Source: an optimization exercise on an open RTL-to-GDS flow (aim: small area and a short achievable clock period). Production flows keep margins and buffers that such runs may drop. RTL that was checked went through simulation tests only; none was proved equivalent to the original. Only the layout flow was run in runs 2 and 3; the RTL was not checked for function there.

==> flow/design.v (outline; a module is shown in full before it is edited, if it fits) <==
// module fir: 1906 lines
// module fir_fa: 6 lines
// module fir_ha: 6 lines
// module fir_bandstop: 12 lines
module fir_bandstop ( clk, in, out );
  // ...
==> flow/run.sh <==
#!/bin/bash
# synth_recipe.tcl (not shown) runs the flow's synth.tcl, then flattens the netlist and writes it again
# the make line also repeats each setting of config.mk as NAME=value (left out here)
make -C /OpenROAD-flow-scripts/flow DESIGN_CONFIG=/design/flow/config.mk WORK_HOME=/design/flow/orfs CLKGATE_MAP_FILE= SYNTH_SCRIPT=/design/flow/synth_recipe.tcl finish
==> flow/config.mk <==
export PLATFORM = sky130hd
export DESIGN_NAME = fir_bandstop
export DESIGN_NICKNAME = fir_bandstop
export VERILOG_FILES = /design/flow/design.v
export SDC_FILE = /design/flow/constraint.sdc
export NUM_CORES = 4
export LEC_CHECK = 0
export CAP_MARGIN = 20
export CORE_MARGIN = 2
export CORE_UTILIZATION = 50
export SLEW_MARGIN = 20
export SYNTH_HIERARCHICAL = 1
export SYNTH_MINIMUM_KEEP_SIZE = 0
==> flow/constraint.sdc <==
create_clock -name core_clock -period 12.0 [get_ports {clk}]
set_input_delay 2.4000 -clock core_clock [delete_from_list [all_inputs] [get_ports {clk}]]
set_output_delay 2.4000 -clock core_clock [all_outputs]
set_load 0.01 [all_outputs]
==> flow_summary.yaml, run 1 <==
synthesis:
  synth_edf_count: 0
  syn_avg_cell_area_um2: 14.4
  synth_top_family_by_area: "adder cells"
  yosysTopAreaCell: "fa_1"
  netlist_top_cells_area: "fa_1 (50%), dfxtp_1 (31%), ha_1 (4.5%), inv_1 (2.6%), xnor2_1 (1.7%)"
  yosysWarnings: 7
  synth_seq_area_share: 0.309
  synth-compound-area-share: 0.0593
critical_path:
  crit_arrival_ns: 2.13
  worstPathCellList: "clkdlybuf4s50_1"
  cp.depth: 1
status:
  status: "finished clean"
detailed_routing:
  ant_nets: 0
  wl_per_cell_um: 33.6
  drtIter0Drc: 2704
  dr.pass1.iters: 7
final_layout:
  clkCellAreaFrac: 0.0571
  layout_common_cells: "fa_1 (1,332), dfxtp_1 (829), inv_1 (367), ha_1 (193), nor2_1 (122)"
  multi_input_area_mm2: 0.0355
  seqCellArea_mm2: 0.0166
  drive_above_1_share: 0.0590
cts:
  cts_tree: "done"
  clk_pin_slew_ns: 0.06
  ctsHoldBuffers: 0
  htree_levels: 3
  post_cts.repair.setup_buffers: 0
timing:
  timing.final.ws_setup_ns: 7.47
  hold_viol: 0
  tightest_slew_ns: 1.12
  skew_ns: 0.0484
  tns_ns: 0
  period_share: 0.377
die:
  row_count: 120
  taps: 1403
min_path:
  worstHoldPathType: "flip-flop to flip-flop"
global_route:
  gr-usage-met3: 0.0951
==> module fir_bandstop, before the edit <==
module fir_bandstop ( clk, in, out );
input  wire clk;
input  wire [15:0]in;
output wire [57:0]out;
wire [33:0] y;
fir fir_bs_inst(
	.clk(clk),
	.in(in),
	.y(y)
	);
assign out = {{24{y[33]}}, y};
endmodule
==> run 2, diff against run 1 <==
--- a/flow/design.v
+++ b/flow/design.v
@@ -1,12 +1,13 @@
-module fir ( clk, in, y );
+module fir ( clk, in, y, ys );
 input  wire clk;
 input  wire [15:0] in;
 output reg  [33:0] y;
+output wire ys;   
 reg [15:0] r0;
 reg [15:0] r1;
 reg [15:0] r2;
 reg [15:0] r3;
 reg [15:0] r4;
 reg [15:0] r5;
 reg [15:0] r6;
 reg [15:0] r7;
@@ -1897,34 +1898,51 @@
 wire s3158, c3159; fir_fa fa_s3158 (.a(n3157), .b(q0_3104), .c(q0_3105), .s(s3158), .co(c3159));
 wire n3160 = ~c3159;
 wire s3161, c3162; fir_fa fa_s3161 (.a(1'b1), .b(q0_3106), .c(n3160), .s(s3161), .co(c3162));
 wire s3163, c3164; fir_fa fa_s3163 (.a(1'b1), .b(q0_3107), .c(c3162), .s(s3163), .co(c3164));
 wire s3165, c3166; fir_fa fa_s3165 (.a(1'b1), .b(q0_3108), .c(c3164), .s(s3165), .co(c3166));
 wire s3167, c3168; fir_fa fa_s3167 (.a(q0_3109), .b(q0_3110), .c(q0_3111), .s(s3167), .co(c3168));
 wire [33:0] fx = {1'b1,q0_3112,s3167,s3165,s3163,s3161,~s3158,~s3155,~s3153,~s3151,~s3149,~s3145,~s3143,~s3141,c3138,c3135,c3133,c3131,~c3128,q0_3079,q0_3076,c3124,s3123,1'b1,1'b1,q0_3069,s3121,s3119,~q0_3063,~q0_3062,~s3117,s3114,~q0_3056,1'b1};
 wire [33:0] fy = {1'b0,c3168,c3166,1'b0,1'b0,1'b0,~c3156,1'b0,1'b0,~c3150,1'b0,1'b0,~c3142,1'b0,~s3139,s3137,s3134,s3132,s3130,~s3127,c3126,s3125,1'b0,q0_3071,q0_3070,c3122,1'b0,1'b0,q0_3064,~c3118,1'b0,1'b0,~q0_3057,~q0_3055};
-always @(posedge clk) y <= fx + fy;
+wire [33:0] ysum = fx + fy;
+always @(posedge clk) y <= ysum;
+assign ys = ysum[33];
 endmodule
 module fir_fa ( a, b, c, s, co );
 input wire a, b, c;
 output wire s, co;
 assign s = a ^ b ^ c;
 assign co = (a & b) | (a & c) | (b & c);
 endmodule
+module fir_sreg ( clk, d, q );
+input wire clk, d;
+output reg q;
+always @(posedge clk) q <= d;
+endmodule
 module fir_ha ( a, b, s, co );
 input wire a, b;
 output wire s, co;
 assign s = a ^ b;
 assign co = a & b;
 endmodule
 module fir_bandstop ( clk, in, out );
 input  wire clk;
 input  wire [15:0]in;
 output wire [57:0]out;
 wire [33:0] y;
+wire ys;
+wire [7:0] sg;
 fir fir_bs_inst(
 	.clk(clk),
 	.in(in),
-	.y(y)
+	.y(y),
+	.ys(ys)
 	);
-assign out = {{24{y[33]}}, y};
+genvar i;
+generate
+	for (i=0; i<8; i=i+1) begin: sign
+		fir_sreg r ( .clk(clk), .d(ys), .q(sg[i]) );
+	end
+endgenerate
+assign out = {sg[7],sg[7],sg[7],sg[6],sg[6],sg[6],sg[5],sg[5],sg[5],sg[4],sg[4],sg[4],
+              sg[3],sg[3],sg[3],sg[2],sg[2],sg[2],sg[1],sg[1],sg[1],sg[0],sg[0],sg[0], y};
 endmodule
==> run 2 against run 1 <==
Critical path depth grew 6. Area after synthesis down 0.59%. Synthesized cell count fell by 1.6%. Via count is 2.7% lower. Cell area down 0.83%. Critical path type is now flip-flop to flip-flop.
==> flow_summary.yaml, run 2 <==
die:
  die-area_mm2: 0.109
  chipHeight_um: 331
  coreArea_mm2: 0.106
  die_w_um: 331
  io_pins: 75
  row_count: 119
  start_util: 0.505
cts:
  cts_sinks: 837
  ctsHoldBuffers: 0
  htree_levels: 3
  clk_latency_ns: 0.69
  clockBufferDepth: 3
  cts_buffers: 92
  cts_resized: 0
  clk_pin_slew_ns: 0.06
  clockRootBuffer: "clkbuf_16"
  cts_tree: "done"
  post_cts.repair.setup_buffers: 0
synthesis:
  ys_ff_latch: 837
  synth_cells: 3664
  synth.distinct_cells: 70
  syn_avg_cell_area_um2: 14.6
  synth_top_area_share: 0.500
  postSynth.asyncResetShare: 0
  syn_area_mm2: 0.0533
  synth_common_cells: "fa_1 (1,332), dfxtp_1 (837), inv_1 (356)"
  yosysWarnings: 8
  synth_edf_count: 0
  yosysTopAreaCell: "fa_1"
  yosysMostFrequentCell: "fa_1"
  netlist_top_cells_area: "fa_1 (50%), dfxtp_1 (31%), ha_1 (4.5%), inv_1 (2.5%), xnor2_1 (2.0%)"
  synth_seq_area_share: 0.314
  synth_flop_cell: "dfxtp_1"
final_layout:
  seqCellArea_mm2: 0.0168
  largest_reg_flops: 34
  drive_above_1_share: 0.0468
  fillers: 8487
  fin_cells: 5311
  multi_input_area_mm2: 0.0351
  final_common_cell: "fa_1"
  nets: 5380
  area_growth_syn_to_layout_pct: 10.9
  postLayoutCellArea_mm2: 0.0591
  layout_common_cells: "fa_1 (1,332), dfxtp_1 (837), inv_1 (356), ha_1 (193), a21oi_1 (121)"
  final_util: 0.560
  largest-register: "fir_bs_inst.y"
timing:
  hold_viol: 0
  post-route-min-period_ns: 4.49
  tightest_slew_ns: 1.04
  setup_viol: 0
  skew_ns: 0.0319
  slew_viol_final: 0
  max_slew_margin: 0.308
  tns_ns: 0
  grt_setup_unrepaired: "no"
  period_share: 0.374
  clock.fmax_mhz: 223
min_path:
  worstHoldPathType: "flip-flop to flip-flop"
global_route:
  grt.total_usage: 0.335
  grt_pass1_vias: 33000
  overflow: 0
  grt_max_degree: 15
  grt_pass1_wl_mm: 246
  antenna_found_initial: 13
placed_design:
  place_hpwl_mm: 150
  port_buffers: 74
  placed_cell_area_mm2: 0.0558
  dp_cells: 5135
  gp_congestion: 1.03
detailed_routing:
  topRoutingLayerUsed: "met5"
  vias_per_cell: 5.59
  dr.pass1.iters: 5
  routed_wl_mm: 175
  wl_met2_mm: 78.0
  m1WireLength_mm: 69.5
  drc: 0
  wl_met3_mm: 19.6
  wl_per_cell_um: 32.9
  drtIter0Drc: 2619
  via_count: 29700
  ant_nets: 0
critical_path:
  crit_required_ns: 12.54
  critical_path.max_stage_delay_ns: 0.92
  worstPathCellList: "fa_1, fa_1, fa_1, fa_1, fa_1, fa_1, fa_1"
  crit_arrival_ns: 5.03
  cp_max_fo: 7
  cp_common_cell: "fa_1"
  crit_slowest_cell: "dfxtp_1"
  path_buf_inv: 0
  end_kind: "flip-flop"
  crit_family: "adder cells"
  worst-setup-path-type: "flip-flop to flip-flop"
  worstSetupStartpointType: "flip-flop"
status:
  status: "finished clean"
flow_run:
  cap_viol_max_count: 0
## run 2: changes by cell type in the layout (fill, tap and decap cells not counted), sizes merged, moves of 13 or more
cell,previous run,this run
a211oi,33,14
a21o,56,90
a21oi,95,123
buf,28,15
nor2,122,77
nor3,42,28
o21bai,16,36
o31ai,23,9
xnor2,103,120
## run 2: kinds of logic (layout without fill, tap and decap cells)
family	count (synthesis)	after routing	synth area share
adder cells (fa/ha/maj)	1525	1525	0.545
flip-flops	837	837	0.314
AO/OA/AOI/OAI	463	463	0.0569
buffers and inverters	380	614	0.0279
AND/OR/NAND/NOR	281	281	0.0264
XOR/XNOR	175	175	0.0287
other	2	24	0.000141
multiplexers	1	1	0.000188
## run 2: through the flow
stage / hold slack (ns) / worst slack [ns]
floorplan: 0.310 / 8.12
global placement: 0.310 / 7.55
detailed placement: 0.312 / 7.60
CTS: 0.311 / 7.58
global route: 0.316 / 7.47
finish: 0.311 / 7.51
## run 2: final cells by class
| type | count | share of cell area |
|---|---|---|
| sequential | 837 | 0.283 |
| multi-input combinational | 2462 | 0.594 |
| inverter | 356 | 0.0226 |
| antenna | 7 | 0.000296 |
| clock buffer | 119 | 0.0443 |
| clock inverter | 50 | 0.0112 |
| tap | 1391 | 0.0294 |
| timing repair buffer | 89 | 0.0144 |
## run 2: worst reg2reg max path, stage by stage (launching register included)
cell and delay (ns):
dfxtp_1 0.92, fa_1 0.58, fa_1 0.44, fa_1 0.46, fa_1 0.51, fa_1 0.44, fa_1 0.57, fa_1 0.42
## run 2: worst paths after layout
path                               startpoint                     endpoint  slack (ns)  cells past startpoint
setup / recovery  fir_bs_inst.r16[13]$_DFF_P_  fir_bs_inst.q2_1693$_DFF_P_        7.51                      7
hold reg to reg    fir_bs_inst.r5[12]$_DFF_P_   fir_bs_inst.r6[12]$_DFF_P_        0.31                      0
setup reg to reg  fir_bs_inst.r16[13]$_DFF_P_  fir_bs_inst.q2_1693$_DFF_P_        7.51                      7
hold / removal     fir_bs_inst.r5[12]$_DFF_P_   fir_bs_inst.r6[12]$_DFF_P_        0.31                      0
## run 2: metal layers
metal  track usage  vias up
met5             0        -
met3         0.130      356
met2         0.510     1393
met4         0.134        4
li1              -    12000
met1         0.433    15900
## run 2: Yosys stat by module, one instance, submodules excluded
module        cell area, µm²  flip-flops and latches  cells
fir                    26600                     829   2320
fir_bandstop             120                       0     16
fir_fa                  20.0                       0      1
fir_sreg                20.0                       1      1
==> run 3, diff against run 2 <==
--- a/flow/design.v
+++ b/flow/design.v
@@ -1932,3 +1932,3 @@
 wire ys;
-wire [7:0] sg;
+wire [23:0] sg;
 fir fir_bs_inst(
@@ -1941,3 +1941,3 @@
 generate
-	for (i=0; i<8; i=i+1) begin: sign
+	for (i=0; i<24; i=i+1) begin: sign
 		fir_sreg r ( .clk(clk), .d(ys), .q(sg[i]) );
@@ -1945,4 +1945,3 @@
 endgenerate
-assign out = {sg[7],sg[7],sg[7],sg[6],sg[6],sg[6],sg[5],sg[5],sg[5],sg[4],sg[4],sg[4],
-              sg[3],sg[3],sg[3],sg[2],sg[2],sg[2],sg[1],sg[1],sg[1],sg[0],sg[0],sg[0], y};
+assign out = {sg, y};
 endmodule
==> flow/flow/run.sh (new file) <==
#!/bin/bash
set -euo pipefail
export BUFFER_PORTS_ARGS="-buffer_cell sky130_fd_sc_hd__buf_2"
export SETUP_SLACK_MARGIN=8.45
bash standard.sh > standard.log 2>&1
==> flow/standard.sh (new file) <==
#!/bin/bash
# synth_recipe.tcl (not shown) runs the flow's synth.tcl, then flattens the netlist and writes it again
# the make line also repeats each setting of config.mk as NAME=value (left out here)
make -C /OpenROAD-flow-scripts/flow DESIGN_CONFIG=/design/flow/config.mk WORK_HOME=/design/flow/orfs CLKGATE_MAP_FILE= SYNTH_SCRIPT=/design/flow/synth_recipe.tcl "${@:-finish}"
--- a/flow/config.mk
+++ b/flow/config.mk
@@ -10,2 +10,4 @@
 export CORE_UTILIZATION = 50
+export CTS_CLUSTER_DIAMETER = 60
+export CTS_CLUSTER_SIZE = 30
 export SLEW_MARGIN = 20
removed: flow/run.sh
==> run 3 against run 2 <==
Utilization grew 3.1 points. Highest routed layer unchanged. Sequential cell count grew 16. Still clean on timing, DRC and antenna.
==> flow_summary.yaml, run 3 <==
detailed_routing:
  drc: 0
  routed_wl_mm: 175
  wl_per_cell_um: 31.6
  ant_nets: 0
  vias_per_cell: 5.55
  dr.pass1.iters: 5
  drtIter0Drc: 2408
  via_count: 30800
die:
  die-area_mm2: 0.110
  chipHeight_um: 331
  start_util: 0.502
  row_count: 120
  coreArea_mm2: 0.107
  io_pins: 75
  die_w_um: 331
synthesis:
  synth_seq_area_share: 0.319
  synth-simple-area-share: 0.0263
  yosysTopAreaCell: "fa_1"
  synth-compound-area-share: 0.0567
  synth_flop_cell: "dfxtp_1"
  netlist_top_cells_area: "fa_1 (50%), dfxtp_1 (32%), ha_1 (4.5%), inv_1 (2.5%), xnor2_1 (2.0%)"
  synth.distinct_cells: 69
  synth_common_cells: "fa_1 (1,332), dfxtp_1 (853), inv_1 (356)"
  synth_top_area_share: 0.498
  synth_cells: 3664
  synth.area.mux_share: 0.000187
  yosysWarnings: 8
  synth_xor_area_frac: 0.0286
  synth_top_family_by_area: "adder cells"
  ys_ff_latch: 853
  postSynth.asyncResetShare: 0
  synth_edf_count: 0
  syn_area_mm2: 0.0535
  synth-adder-area-share: 0.543
  yosysMostFrequentCell: "fa_1"
  syn_avg_cell_area_um2: 14.6
global_route:
  top_usage_layer: "met2"
  grt_pass1_wl_mm: 246
  overflow: 0
  gr-usage-met3: 0.119
  antenna_found_initial: 10
  grt_max_degree: 31
  use_met1: 0.427
  met2_usage: 0.502
  grt.total_usage: 0.332
  grt_pass1_vias: 33600
final_layout:
  nets: 5617
  reg.largest.list: "fir_bs_inst.y: 34 flops, sign.r.q: 24 flops"
  layout_common_cells: "fa_1 (944), dfxtp_1 (564), fa_2 (388), inv_1 (329), dfxtp_4 (206)"
  largest_reg_flops: 34
  drive_above_1_share: 0.285
  area_growth_syn_to_layout_pct: 17.8
  fillers: 8338
  fin_cells: 5547
  postLayoutCellArea_mm2: 0.0630
  final_common_cell: "fa_1"
  largest-register: "fir_bs_inst.y"
timing:
  setup_viol: 0
  tightest_slew_ns: 0.880
  post-route-min-period_ns: 3.85
  grt_setup_unrepaired: "yes"
  period_share: 0.321
  tns_ns: 0
  max_slew_margin: 0.409
  hold_viol: 0
  slew_viol_final: 0
  skew_ns: 0.0417
  clock.fmax_mhz: 260
critical_path:
  crit_required_ns: 12.55
  end_kind: "flip-flop"
  worstSetupStartpointType: "flip-flop"
  crit_arrival_ns: 4.40
  worst-setup-path-type: "flip-flop to flip-flop"
  cp_max_fo: 4
cts:
  htree_levels: 3
  clockBufferDepth: 3
  cts_tree: "done"
  cts_sinks: 853
  clockRootBuffer: "clkbuf_16"
  clk_latency_ns: 0.69
  clk_pin_slew_ns: 0.10
  cts_buffers: 79
min_path:
  worstHoldPathType: "flip-flop to flip-flop"
placed_design:
  port_buffers: 74
  place_hpwl_mm: 143
  placed_cell_area_mm2: 0.0562
  gp_congestion: 1.00
  dp_cells: 5160
status:
  status: "finished clean"
flow_run:
  cap_viol_max_count: 0
run 3: critical path, cell delays in order (launching register included):
cell and delay [ns]:
dfxtp_4 0.47, fa_1 0.48, fa_1 0.55, fa_1 0.55, fa_1 0.59, inv_1 0.09
fa_1 0.56, fa_1 0.40
run 3: Yosys stat by module (local to each module, per instance), a selection:
module / cell area, µm² / cells
fir_fa: 20.0 / 1
fir: 26600 / 2320
fir_sreg: 20.0 / 1
run 3: metrics by stage:
stage | util | hold slack (ns) | setup WS (ns)
after floorplan | - | 0.309 | 8.39
after global placement | 0.527 | 0.309 | 7.82
after detailed placement | 0.527 | 0.312 | 7.85
after CTS | 0.580 | 0.319 | 8.19
after global routing | 0.591 | 0.322 | 8.12
final | 0.591 | 0.319 | 8.15
run 3: repair_timing:
action | CTS | global route
endpoints found under the hold margin | 0 | 0
hold buffers | 0 | 0
buffers inserted | 175 | 62
pin swaps | 114 | 123
endpoints found under the setup margin | 151 | 150
gates resized for setup | 515 | 229
run 3: logic make-up (layout without fill, tap and decap cells):
logic type	after synthesis	in the layout
flops	853	853
other cells	2	21
fa+ha+maj	1525	1525
simple gates	281	281
compound gates	463	463
xor+xnor	175	175
buf+inv	364	825
mux	1	1
run 3: layer usage:
metal,up-vias,share of wire
met1,16200,0.38
met2,1582,0.44
li1,12600,-
met5,-,0.00013
met3,463,0.12
met4,4,0.059
run 3: worst paths after layout:
kind | start | endpoint | slack, ns | cells past startpoint
worst min register to register | fir_bs_inst.r10[14]$_DFF_P_ | fir_bs_inst.r11[14]$_DFF_P_ | 0.32 | 0
worst max-delay path | fir_bs_inst.r24[8]$_DFF_P_ | fir_bs_inst.q2_1684$_DFF_P_ | 8.15 | 7
worst min-delay path | fir_bs_inst.r10[14]$_DFF_P_ | fir_bs_inst.r11[14]$_DFF_P_ | 0.32 | 0
worst max register to register | fir_bs_inst.r24[8]$_DFF_P_ | fir_bs_inst.q2_1684$_DFF_P_ | 8.15 | 7
run 3: final cells by class:
cell class                 count  area [µm²]  share of cell area
clock inverter                61         913              0.0145
inverter                     356        1340              0.0213
multi-input combinational   2462       36100               0.573
sequential                   853       18000               0.285
clock buffer                  85        2060              0.0327
antenna                        4        10.0            0.000159
tap                         1403        1760              0.0278
timing repair buffer         323        2890              0.0459

static timing again, ports no longer ideal:
The flow's constraints put no driver on any port. The routed layouts listed below were extracted and timed again, unchanged, in two steps.
Step 1, drivers: a clkbuf_16 drives clk and a buf_2 each remaining input, both assumed.
Step 2 adds t to the input delays and takes it off the output delays; t is the mean of the earliest and latest rising clock arrival at the registers after step 1. Input paths then give back, and output paths get back, about the clock's delay inside the block.
Three values: ideal, step 1, step 2; two values: the first two.
run	shift t [ns]	setup slack, ns	clock arrival spread, ns	pins driven straight from the clock port
run 1	0.773	7.473 / 7.403 / 7.545	0.051 / 0.050	1
run 2	0.742	7.513 / 7.513 / 7.513	0.034 / 0.033	1
run 3	0.738	8.152 / 8.152 / 8.152	0.042 / 0.042	1
After both steps setup and hold are still met in every run listed.
